Background: an optimization exercise with open tools, aiming at small area. Do not read the settings as production practice.
Only simulation tests tie the RTL to the original design; equivalence was not proved.
Power and IR drop assume default switching activity.

===== flow/config.mk =====
export PLATFORM = sky130hd
export DESIGN_NAME = ALU_8_BIT
export DESIGN_NICKNAME = ALU_8_BIT
export VERILOG_FILES = /design/flow/design.v
export SDC_FILE = /design/flow/constraint.sdc
export NUM_CORES = 4
export LEC_CHECK = 0
export ABC_AREA = 1
export CAP_MARGIN = 20
export CORE_MARGIN = 2
export CORE_UTILIZATION = 40
export CTS_BUF_LIST = sky130_fd_sc_hd__clkbuf_4
export SLEW_MARGIN = 20

===== flow/constraint.sdc =====
create_clock -name core_clock -period 40.0 [get_ports {in_clk}]
set_input_delay 8.0000 -clock core_clock [delete_from_list [all_inputs] [get_ports {in_clk}]]
set_output_delay 8.0000 -clock core_clock [all_outputs]
set_load 0.01 [all_outputs]

===== flow/design.v =====
module ALU_8_BIT (
    input in_clk,
    input in_wdt_rst,
    input [4:0] alu_sel,
    input signed [7:0] in_1,
    input signed [7:0] in_2,
    input in_carry,
    output reg signed [7:0] out_alu,
    output reg zero_flag,
    output reg sign_flag,
    output reg parity_flag,
    output reg overflow_flag,
    output reg carry_flag,
    output reg Auxiliary_Carry_flag
);
reg [15:0] lfsr;
wire all_lo = &lfsr[14:0];
wire out_alu_rst = lfsr[15] & all_lo;
always @(posedge in_clk or posedge in_wdt_rst)
begin
    if (in_wdt_rst)
        lfsr <= 16'h1298;
    else
        lfsr <= {lfsr[14:0], ~(lfsr[15] ^ lfsr[6]) | all_lo};
end
wire [7:0] a = in_1;
wire [7:0] b = in_2;
wire sub = (alu_sel == 5'd2) || (alu_sel[4:2] == 3'b011 && alu_sel[1:0] == 2'b11) || (alu_sel[4:2] == 3'b100);
wire cin = (alu_sel == 5'd1) ? in_carry : sub;
wire [8:0] sum = {1'b0, a} + {1'b0, b ^ {8{sub}}} + {8'b0, cin};
wire eq = (sum[7:0] == 8'd0);
wire lt = (a[7] ^ b[7]) ? a[7] : sum[7];
wire [7:0] pp [0:7];
genvar i;
generate for (i=0;i<8;i=i+1) begin : g
  assign pp[i] = (a << i) & {8{b[i]}};
end endgenerate
wire [7:0] s1 = pp[0] ^ pp[1] ^ pp[2];
wire [7:0] c1 = ((pp[0] & pp[1]) | (pp[0] & pp[2]) | (pp[1] & pp[2])) << 1;
wire [7:0] s2 = pp[3] ^ pp[4] ^ pp[5];
wire [7:0] c2 = ((pp[3] & pp[4]) | (pp[3] & pp[5]) | (pp[4] & pp[5])) << 1;
wire [7:0] s3 = s1 ^ c1 ^ s2;
wire [7:0] c3 = ((s1 & c1) | (s1 & s2) | (c1 & s2)) << 1;
wire [7:0] s4 = c2 ^ pp[6] ^ pp[7];
wire [7:0] c4 = ((c2 & pp[6]) | (c2 & pp[7]) | (pp[6] & pp[7])) << 1;
wire [7:0] s5 = s3 ^ c3 ^ s4;
wire [7:0] c5 = ((s3 & c3) | (s3 & s4) | (c3 & s4)) << 1;
wire [7:0] s6 = s5 ^ c5 ^ c4;
wire [7:0] c6 = ((s5 & c5) | (s5 & c4) | (c5 & c4)) << 1;
wire [7:0] mul = s6 + c6;
wire [7:0] orl;
assign orl[0] = 1'b0;
genvar k;
generate for (k=1;k<8;k=k+1) begin : o
  assign orl[k] = orl[k-1] | a[k-1];
end endgenerate
wire [7:0] A = a ^ ({8{a[7]}} & orl);
wire [7:0] bp = b ^ {8{~b[7]}};
wire dcin = ~b[7];
wire [8:0] hi;  
assign hi[8] = 1'b1;
generate for (k=7;k>=1;k=k-1) begin : h
  assign hi[k] = hi[k+1] & bp[k];
end endgenerate
wire [7:0] q;
genvar gi, j;
generate
    for (gi = 7; gi >= 0; gi = gi - 1) begin : row
        localparam integer W = 8 - gi;
        wire [W-1:0] T;
        wire [W-1:0] R;
        wire [W:0] c;
        wire [W-1:0] S;
        assign c[0] = dcin;
        for (j = 0; j < W; j = j + 1) begin : fa
            assign S[j] = T[j] ^ bp[j] ^ c[j];
            assign c[j+1] = (T[j] & bp[j]) | (T[j] & c[j]) | (bp[j] & c[j]);
        end
        assign q[gi] = hi[W] & c[W];
        assign R = q[gi] ? S : T;
        if (W == 1) begin : t1
            assign T = A[gi];
        end else begin : tn
            assign T = {row[gi+1].R, A[gi]};
        end
    end
endgenerate
wire [7:0] rem = row[0].R;
wire bnz = |b;
wire neg_s = alu_sel[0] ? a[7] : ((a[7] ^ b[7]) & bnz);
wire [7:0] X = alu_sel[0] ? rem : q;
wire [7:0] orx;
assign orx[0] = 1'b0;
generate for (k=1;k<8;k=k+1) begin : ox
  assign orx[k] = orx[k-1] | X[k-1];
end endgenerate
wire [7:0] dv = X ^ ({8{neg_s}} & orx);
wire big = |b[7:3];
wire [7:0] shl = big ? 8'd0 : (a << b[2:0]);
wire [7:0] shr = big ? 8'd0 : (a >> b[2:0]);
wire signed [7:0] sa = a;
wire signed [7:0] sars = sa >>> b[2:0];
wire [7:0] sar = big ? {8{a[7]}} : sars;
reg [7:0] r;
always @(*) begin
    case (alu_sel)
        5'd0, 5'd1, 5'd2: r = sum[7:0];
        5'd3: r = mul;
        5'd4, 5'd5: r = dv;
        5'd6: r = a & b;
        5'd7: r = a | b;
        5'd8: r = a ^ b;
        5'd9: r = ~(a | b);
        5'd12: r = shl;
        5'd13: r = shr;
        5'd14: r = sar;
        5'd15: r = {7'd0, eq};
        5'd16: r = {7'd0, lt};
        5'd17: r = {7'd0, ~(lt | eq)};
        5'd18: r = {7'd0, lt | eq};
        5'd19: r = {7'd0, ~lt};
        5'd20: r = ~a;
        5'd21: r = a;
        5'd22: r = b;
        default: r = 8'd0;
    endcase
end
always @(*) begin
    out_alu = out_alu_rst ? 8'd0 : r;
    zero_flag = ~out_alu_rst & (r == 8'd0);
    sign_flag = out_alu[7];
    parity_flag = ~out_alu_rst & ~^r;
    overflow_flag = ~out_alu_rst & (alu_sel == 5'd0 || alu_sel == 5'd2) & (a[7] == b[7]) & (r[7] != a[7]);
    carry_flag = 1'b0;
    Auxiliary_Carry_flag = 1'b0;
end
endmodule

===== flow/flow/run.sh =====
#!/bin/bash
# Own flow: ORFS synthesis with an area-oriented ABC script (and no adder cells), then the standard flow's
# standard layout with plain buf_1 cells as the port buffers.
set -euo pipefail
W=$PWD
cat flow/abc_override.tcl synth_recipe.tcl > my_synth.tcl
export MY_ABC_SCRIPT=$W/flow/area.abc
bash standard.sh SYNTH_SCRIPT=$W/my_synth.tcl ADDER_MAP_FILE= synth > synth.log 2>&1
bash standard.sh "BUFFER_PORTS_ARGS=-buffer_cell sky130_fd_sc_hd__buf_1" finish > layout.log 2>&1

===== flow/flow/abc_override.tcl =====
# Run Yosys's abc pass with this flow's area-oriented ABC script in place of ORFS's.
proc abc {args} {
  set i [lsearch -exact $args -script]
  if { $i >= 0 && [info exists ::env(MY_ABC_SCRIPT)] } {
    set args [lreplace $args [expr {$i+1}] [expr {$i+1}] $::env(MY_ABC_SCRIPT)]
  }
  yosys abc {*}$args
}

===== flow/flow/area.abc =====
strash
&get -n
&deepsyn -T 30
&put
dch
amap
topo

===== flow/standard.sh =====
#!/bin/bash
# synth_recipe.tcl (not shown) runs the flow's synth.tcl, then flattens the netlist and writes it again
# the make line also repeats each setting of config.mk as NAME=value (left out here)
make -C /OpenROAD-flow-scripts/flow DESIGN_CONFIG=/design/flow/config.mk WORK_HOME=/design/flow/orfs CLKGATE_MAP_FILE= SYNTH_SCRIPT=/design/flow/synth_recipe.tcl "${@:-finish}"

==> summary.md, run 1 <==
| Metric | Value |
|---|---|
| Portion of the post-synthesis area used by sequential elements | 0.105 |
| CTS Buffer Depth | 2 |
| Total leakage power | 1.47 nW |
| PwrDens | 23.1 mW/mm2 |
| Final RePlAce weighted congestion | 1.02 |
| Max incr delay on CP | 0.89 ns |
| Final Net Count | 793 |
| Maximum vdd ir drop | 10.8 uV |
| Maximum number of pins on one net before global-route repair | 22 |
| Pre-Repair DR Iteration Count | 6 |
| Tcrit/Tclk final | 0.814 |
| Overall die area | 0.0105 mm2 |
| WP data required | 32.00 ns |
| Most common cell after layout, fill and taps aside | sky130_fd_sc_hd__nor2_1 |
| Synth Warn # | 1 |
| Post-synthesis cell type count | 44 |
| Global route overflow | 0 |
| Number of vias per cell | 6.18 |
| Placeable Area | 0.00933 mm2 |
| Flops & latches, synth | 16 |
| Postcts setup bufs | 0 |
| Die boundary width | 102 um |
| Via count | 5547 |
| Floorplan row count | 35 |
| Biggest fanout along the worst timing path | 18 |
| Number of flip-flops in the largest register | 16 |
| Cell area after synthesis | 0.00387 mm2 |
| Number of placed instances with taps included | 893 |
| Via count of the first global-routing pass | 4918 |
| Final count of hold timing violations | 0 |
| Avg Inst Size Synth | 5.33 um2 |
| Number of levels in the clock H-tree | 1 |
| Number of enable flip-flop cells after synthesis | 0 |
| Final HPWL from detailed placement | 13.0 mm |
| Kind of end point of the critical path | output pin |
| Starting density of the core | 0.414 |
| Area growth from synthesis to layout | 8.84% |
| Worst Max-Slew Pin Slew | 1.11 ns |
| ANT nets after route | 0 |
| Top flip-flop cell by instance count after synthesis | sky130_fd_sc_hd__dfrtp_1 |
| Number of clock buffers inserted by TritonCTS | 3 |
| Later-pin clock latency in the skew report | 0.28 ns |
| Most common cell on crit path | sky130_fd_sc_hd__nor2_1 |
| RSZ-0062 raised after global routing | no |
| Clock-pin transition on the worst setup and hold timing paths | 0.08 ns |
| Crit path max-delay cell type | sky130_fd_sc_hd__a2111oi_0 |
| Average detailed-routed wire length per instance | 18.1 um |
| Class of the most critical setup path | in -> out |
| Hold Path Class | reg -> reg |
| Clock net sink count | 16 |
| Top library cells by usage in the layout, fill and taps aside | 214 x sky130_fd_sc_hd__nor2_1, 82 x sky130_fd_sc_hd__a21oi_1, 76 x sky130_fd_sc_hd__clkinv_1 |
| Finished Layout Cells | 897 |
| Cells after Synth | 726 |
| CTS hold repair buffers | 0 |
| Antenna violations before repair | 0 |
| GRT Resource Usage Total | 0.312 |
| Number of DRC markers in iteration 0 | 561 |
| Post-detailed-routing wire length | 16.2 mm |
| CTS tree | done |
| Proportion of synthesized flip-flops having asynchronous set or reset | 1.00 |
| Max-slew violations | 0 |
| Number of filler cells placed in the layout | 1074 |
| DRC Markers | 0 |
| Register-to-register setup slack | 38.87 ns |
| Summed negative setup slack over all endpoints | 0 ns |
| # setup viols final | 0 |
| Share of post-route cells with drive strength above 1 | 0.0182 |
| Clk root buf | sky130_fd_sc_hd__clkbuf_4 |
| Hold slack final | 0.370 ns |
| Outcome | timing/DRC/antenna clean |
| Post-CTS Resized | 0 |
| Minimum clock period after layout | 32.55 ns |
| Count of port buffers added during placement | 35 |
| Power Total | 0.0970 mW |
| Number of primary I/O pins | 38 |
| Setup skew after layout | 0.0112 ns |
| Maximum capacitance violations | 0 |
| First-pass GRT wire length | 25.5 mm |
| Max transition margin | 0.239 |
| Achievable Freq | 30.7 MHz |
| Die H | 102 um |
| Sort of element at the start of the critical path | input pin |
| Register containing the most flip-flops in the final layout | lfsr |
| Critical Path AT | 24.55 ns |
| Top flop regs | lfsr x16 |
| Ant diodes | 0 |
==> report_power, final <==
group | internal, mW | switching, mW
registers | 0.0162 | 0
clock network | 0.00454 | 0.00445
logic | 0.0220 | 0.0498
total | 0.0428 | 0.0543
==> cells in the mapped netlist (3+ instances only) <==
| cell type | instances | area share |
|---|---|---|
| sky130_fd_sc_hd__dfrtp_1 | 11 | 0.071 |
| sky130_fd_sc_hd__a311oi_1 | 3 | 0.0068 |
| sky130_fd_sc_hd__o21bai_1 | 3 | 0.0058 |
| sky130_fd_sc_hd__o221ai_1 | 9 | 0.020 |
| sky130_fd_sc_hd__nor4_1 | 5 | 0.0081 |
| sky130_fd_sc_hd__nor2_1 | 214 | 0.21 |
| sky130_fd_sc_hd__or3_1 | 7 | 0.011 |
| sky130_fd_sc_hd__nor2b_1 | 6 | 0.0097 |
| sky130_fd_sc_hd__dfstp_2 | 5 | 0.034 |
| sky130_fd_sc_hd__nand2_1 | 72 | 0.070 |
| sky130_fd_sc_hd__buf_4 | 3 | 0.0058 |
| sky130_fd_sc_hd__nand4_1 | 4 | 0.0065 |
| sky130_fd_sc_hd__a21o_1 | 3 | 0.0058 |
| sky130_fd_sc_hd__nor3_1 | 27 | 0.035 |
| sky130_fd_sc_hd__a31oi_1 | 7 | 0.011 |
| sky130_fd_sc_hd__o21ai_0 | 73 | 0.094 |
| sky130_fd_sc_hd__o22ai_1 | 34 | 0.055 |
| sky130_fd_sc_hd__a211oi_1 | 10 | 0.019 |
| sky130_fd_sc_hd__o31ai_1 | 4 | 0.0078 |
| sky130_fd_sc_hd__xor2_1 | 4 | 0.0091 |
| sky130_fd_sc_hd__a21oi_1 | 82 | 0.11 |
| sky130_fd_sc_hd__a221oi_1 | 9 | 0.020 |
| sky130_fd_sc_hd__nand2b_1 | 4 | 0.0065 |
| sky130_fd_sc_hd__clkinv_1 | 76 | 0.074 |
| sky130_fd_sc_hd__o21a_1 | 8 | 0.016 |
| sky130_fd_sc_hd__nand3_1 | 10 | 0.013 |
| sky130_fd_sc_hd__a22oi_1 | 3 | 0.0058 |
| sky130_fd_sc_hd__or4_1 | 3 | 0.0058 |
| sky130_fd_sc_hd__or2_0 | 6 | 0.0097 |
| sky130_fd_sc_hd__o32a_1 | 3 | 0.0078 |
==> per-layer routing <==
| layer | part of all wire | vias up | global-route usage |
|---|---|---|---|
| met5 | 0 | - | 0 |
| met2 | 0.45 | 274 | 0.510 |
| met3 | 0.092 | 45 | 0.0397 |
| met4 | 0.031 | 0 | 0.0841 |
| li1 | - | 2714 | - |
| met1 | 0.43 | 2514 | 0.433 |
==> critical path, delay by kind of cell <==
kind | cells | cell delay, ns
buffers and inverters | 11 | 1.98
AOI/OAI and AO/OA | 42 | 9.81
and+or+nand+nor | 33 | 4.55
xor gates and xnor gates | 1 | 0.17
==> cell families (layout without fill, tap and decap cells) <==
logic type,count (synthesis),in the layout,share of synthesized area
AOI/OAI and AO/OA,264,264,0.413
xor gates and xnor gates,4,4,0.00906
buffers and inverters,79,120,0.0796
DFF,16,16,0.105
other,1,2,0.000970
and+or+nand+nor,362,362,0.392
==> cell type report <==
cell class                 count  area [um2]  share of cell area
tap                          129         161              0.0384
inverter                      76         285              0.0678
timing repair buffer          40         169              0.0401
sequential                    16         407              0.0966
clock buffer                   4        30.0             0.00714
multi-input combinational    632        3160               0.750
==> final timing paths <==
| path | end | startpoint | depth (start not counted) |
|---|---|---|---|
| worst max-delay path | parity_flag | in_2[1] | 87 |
| worst min-delay path | lfsr[4]$_DFF_PP1_ | lfsr[3]$_DFF_PP1_ | 0 |
| worst max register to register | lfsr[0]$_DFF_PP0_ | lfsr[9]$_DFF_PP1_ | 3 |
| worst min register to register | lfsr[4]$_DFF_PP1_ | lfsr[3]$_DFF_PP1_ | 0 |
| max in group asynchronous | lfsr[3]$_DFF_PP1_ | in_wdt_rst | 2 |
| min in group asynchronous | lfsr[8]$_DFF_PP0_ | in_wdt_rst | 2 |
==> stage by stage <==
step / utilization / setup slack, ns / instance area [um2]
final: 0.451 / 7.45 / 4210
after global routing: 0.451 / 5.43 / 4210
after CTS: 0.451 / 7.84 / 4210
after detailed placement: 0.448 / 7.96 / 4180
after global placement: 0.448 / 8.54 / 4180
after floorplan: - / 11.42 / 3870
==> run 2, diff against run 1 <==
==> flow/run.sh (new file) <==
#!/bin/bash
# synth_recipe.tcl (not shown) runs the flow's synth.tcl, then flattens the netlist and writes it again
# the make line also repeats each setting of config.mk as NAME=value (left out here)
make -C /OpenROAD-flow-scripts/flow DESIGN_CONFIG=/design/flow/config.mk WORK_HOME=/design/flow/orfs CLKGATE_MAP_FILE= SYNTH_SCRIPT=/design/flow/synth_recipe.tcl finish
removed: flow/flow/run.sh
removed: flow/flow/abc_override.tcl
removed: flow/flow/area.abc
removed: flow/standard.sh
==> summary.md, run 2 <==
| Metric | Value |
|---|---|
| Die H | 117 um (+15%) |
| Cell area after synthesis | 0.00514 mm2 (+33%) |
| Portion of the post-synthesis area used by sequential elements | 0.0792 (-0.0260) |
| Wire length on met2 | 7.74 mm (+6.6%) |
| # setup viols final | 0 (unchanged) |
| Total length of routed met3 wires | 947 um (-36%) |
| Number of enable flip-flop cells after synthesis | 0 (unchanged) |
| Instance area at placement | 0.00562 mm2 (+35%) |
| Final count of hold timing violations | 0 (unchanged) |
| Family of cells with the greatest summed delay on the critical path | adder cells |
| Most common cell on crit path | sky130_fd_sc_hd__fa_1 |
| Post-CTS Resized | 0 (unchanged) |
| Proportion of synthesized flip-flops having asynchronous set or reset | 1.00 (unchanged) |
| Biggest fanout along the worst timing path | 10 (-8) |
| Via count of the first global-routing pass | 4974 (+1.1%) |
| Final Net Count | 884 (+11%) |
| Setup skew after layout | 0.00514 ns (-0.00605 ns) |
| Maximum vdd ir drop | 20.8 uV (+92%) |
| Register containing the most flip-flops in the final layout | lfsr |
| Combinational cell fraction of total power | 0.842 (+0.102) |
| Minimum clock period after layout | 35.31 ns (+2.76 ns) |
| Number of flip-flops in the largest register | 16 (unchanged) |
| Count of port buffers added during placement | 35 (unchanged) |
| Average detailed-routed wire length per instance | 16.9 um (-6.1%) |
| Most used standard cell by instance count after synthesis | sky130_fd_sc_hd__nand2_1 |
| CTS hold repair buffers | 0 (unchanged) |
| Critical Path Stages | 74 (-15%) |
| WP data required | 32.00 ns (about the same) |
| Final HPWL from detailed placement | 13.2 mm (+1.4%) |
| Max transition margin | 0.284 (+0.0446) |
| Top library cells by usage in the layout, fill and taps aside | 168 x sky130_fd_sc_hd__nand2_1, 118 x sky130_fd_sc_hd__inv_1, 67 x sky130_fd_sc_hd__nor2_1 |
| Area leader, netlist | sky130_fd_sc_hd__fa_1 |
| Outcome | timing/DRC/antenna clean |
| CTS tree | done |
| Maximum number of pins on one net before global-route repair | 31 (+41%) |
| Placeable Area | 0.0126 mm2 (+35%) |
| Cells after Synth | 757 (+4.3%) |
| Worst Max-Slew Pin Slew | 1.07 ns (-0.0463 ns) |
| Ranking of synthesized cells by area | sky130_fd_sc_hd__fa_1 16%, sky130_fd_sc_hd__nand2_1 12%, sky130_fd_sc_hd__ha_1 9.7%, sky130_fd_sc_hd__inv_1 8.6%, sky130_fd_sc_hd__xor2_1 6.1% |
| Top flop regs | lfsr x16 |
| RSZ-0062 raised after global routing | no |
| Share of post-route cells with drive strength above 1 | 0.0810 (+0.0627) |
| Number of filler cells placed in the layout | 1299 (+21%) |
| Clk pwr share | 0.054 (-0.039) |
| Overall die area | 0.0138 mm2 (+31%) |
| Routed metal-1 wire length | 7.22 mm (+3.9%) |
| Later-pin clock latency in the skew report | 0.29 ns (about the same) |
| Tcrit/Tclk final | 0.883 (+0.0690) |
| Max incr delay on CP | 0.82 ns (-0.07 ns) |
| Top flip-flop cell by instance count after synthesis | sky130_fd_sc_hd__dfrtp_1 |
| Ant diodes | 0 (unchanged) |
| Class of the most critical setup path | in -> out |
| Area growth from synthesis to layout | 9.96% |
| First-pass GRT wire length | 26.5 mm (+3.9%) |
| Critical Path AT | 27.31 ns (+2.76 ns) |
| Maximum capacitance violations | 0 (unchanged) |
| Number of clock buffers inserted by TritonCTS | 3 (unchanged) |
| Postcts setup bufs | 0 (unchanged) |
| ANT nets after route | 0 (unchanged) |
| Power Internal | 0.0714 mW (+67%) |
| Via count | 5143 (-7.3%) |
| Clk root buf | sky130_fd_sc_hd__clkbuf_4 |
| Die boundary width | 117 um (+15%) |
| Summed negative setup slack over all endpoints | 0 ns (unchanged) |
| Worst hold path depth | 0 (unchanged) |
| Max-slew violations | 0 (unchanged) |
| Pre-Repair DR Iteration Count | 5 (-1) |
| Clock-pin transition on the worst setup and hold timing paths | 0.09 ns (about the same) |
| Kind of end point of the critical path | output pin |
| Buffers and inverters on the worst path | 11 (unchanged) |
| Sort of element at the start of the critical path | input pin |
| Crit path max-delay cell type | sky130_fd_sc_hd__clkdlybuf4s50_1 |
| Post-synthesis cell type count | 58 (+32%) |
| Post-route cell area | 0.00565 mm2 (+34%) |
| Number of primary I/O pins | 38 (unchanged) |
| Clock net sink count | 16 (unchanged) |
| Global route overflow | 0 (unchanged) |
| Part of the total power dissipated in sequential elements | 0.104 (-0.063) |
| PwrDens | 27.6 mW/mm2 (+20%) |
| Final RePlAce weighted congestion | 1.09 (+7.3%) |
| Number of DRC markers in iteration 0 | 397 (-29%) |
| CTS Buffer Depth | 2 (unchanged) |
| GRT Resource Usage Total | 0.235 (-0.0771) |
| Flops & latches, synth | 16 (unchanged) |
| Leading cell types by count after synthesis | 168 x sky130_fd_sc_hd__nand2_1, 118 x sky130_fd_sc_hd__inv_1, 67 x sky130_fd_sc_hd__nor2_1 |
| Number of levels in the clock H-tree | 1 (unchanged) |
| Starting density of the core | 0.409 (-0.00583) |
| R2R depth | 3 (unchanged) |
| Top layer reached by signal wires | met4 |
| Area share of the largest cell type after synthesis | 0.160 (-0.0480) |
| Most common cell after layout, fill and taps aside | sky130_fd_sc_hd__nand2_1 |
| Total leakage power | 2.76 nW (+88%) |
| Hold Path Class | reg -> reg |
| Avg Inst Size Synth | 6.78 um2 (+27%) |
| Share of total power consumed by net switching | 0.542 (-0.0171) |
| Antenna violations before repair | 0 (unchanged) |
| Synth Warn # | 1 (unchanged) |
| Number of vias per cell | 5.41 (-12%) |
| Floorplan row count | 41 (+17%) |
| Achievable Freq | 28.3 MHz (-7.8%) |
| Post-detailed-routing wire length | 16.1 mm (-0.59%) |
| DRC Markers | 0 (unchanged) |
| Net load switching power | 0.0846 mW (+56%) |
## run 2: changes by cell type after synthesis, moves of 13 or more
cell,before,now
sky130_fd_sc_hd__nor2_1,214,67
sky130_fd_sc_hd__inv_1,0,118
sky130_fd_sc_hd__nand2_1,72,168
sky130_fd_sc_hd__clkinv_1,76,1
sky130_fd_sc_hd__a21oi_1,82,20
sky130_fd_sc_hd__o21ai_0,73,30
sky130_fd_sc_hd__fa_1,0,41
sky130_fd_sc_hd__ha_1,0,40
sky130_fd_sc_hd__xor2_1,4,36
sky130_fd_sc_hd__nand3_1,10,38
sky130_fd_sc_hd__o22ai_1,34,8
sky130_fd_sc_hd__nor3_1,27,10
sky130_fd_sc_hd__xnor2_1,0,15
sky130_fd_sc_hd__nand4_1,4,17
## run 2: layer usage
metal,track usage,vias up
li1,-,2490
met1,0.330,2434
met2,0.407,202
met3,0.0136,17
met4,0.0354,0
met5,0,-
## run 2: area by class of cell
type	instances	area, um2	area share
clock inverters	1	3.75	0.000665
inverters	128	490	0.0868
repair buffers	43	410	0.0727
well taps	172	215	0.0381
flip-flops and latches	16	407	0.0720
clock buffers	3	22.5	0.00399
multi-input cells	587	4100	0.726
## run 2: through the flow
stage               setup WS, ns   util  power (mW)  instances  hold WS, ns
floorplan                   7.26      -       0.112        758        0.353
global placement            5.24  0.447       0.147        946        0.358
detailed placement          4.76  0.447       0.147        946        0.361
CTS                         4.74  0.449       0.157        950        0.378
global route                3.49  0.449       0.175        950        0.384
finish                      4.69  0.449       0.156        950        0.382
## run 2: power by group through the flow
stage	logic, mW	registers (mW)	clock network, mW
floorplan	0.0960	0.0165	0
global placement	0.130	0.0165	0
detailed placement	0.131	0.0165	0
CTS	0.132	0.0162	0.00891
global route	0.149	0.0162	0.00972
finish	0.131	0.0162	0.00841
## run 2: logic make-up (layout without fill, tap and decap cells)
logic type               Yosys count  count (layout)  share of synthesized area
AO/OA/AOI/OAI                    105             105                      0.132
XOR/XNOR                          52              52                     0.0901
adder cells (fa/ha/maj)           81              81                      0.257
buffers and inverters            155             175                      0.124
flip-flops                        16              16                     0.0792
multiplexers                       1               1                    0.00195
other                              1               2                   0.000730
AND/OR/NAND/NOR                  346             346                      0.315
## run 2: final timing paths
| kind | from | to | slack [ns] |
|---|---|---|---|
| max | in_2[7] | parity_flag | 4.69 |
| min | lfsr[1]$_DFF_PP0_ | lfsr[2]$_DFF_PP0_ | 0.38 |
| max reg2reg | lfsr[7]$_DFF_PP1_ | lfsr[0]$_DFF_PP0_ | 38.81 |
| min reg2reg | lfsr[1]$_DFF_PP0_ | lfsr[2]$_DFF_PP0_ | 0.38 |
| max in group asynchronous | in_wdt_rst | lfsr[4]$_DFF_PP1_ | 31.58 |
| min in group asynchronous | in_wdt_rst | lfsr[14]$_DFF_PP0_ | 8.05 |

[port drivers added, routing unchanged]
No port has a modelled driver above. Below, the same layouts with a new extraction and two added sets of constraints.
Step 1 assumes that a clkbuf_16 drives the clock port and a buf_2 every other input.
Step 2 also shifts input and output timing later by t, the mid clock arrival at the registers, as if the neighbouring blocks saw the same clock.
Three values: no drivers, after step 1, after step 2; two values: the first two.
run | t, ns | slack for setup (ns) | slew at the worst register clock pin (ns)
run 1 | 0.291 | 7.454 / 7.431 / 7.431 | 0.09 / 0.09
run 2 | 0.298 | 4.693 / 4.652 / 4.652 | 0.09 / 0.09
After both steps every run listed still meets setup and hold. For run 2, which loses most, drivers alone change the setup slack by -0.041 ns; drivers and shift together by -0.041 ns.
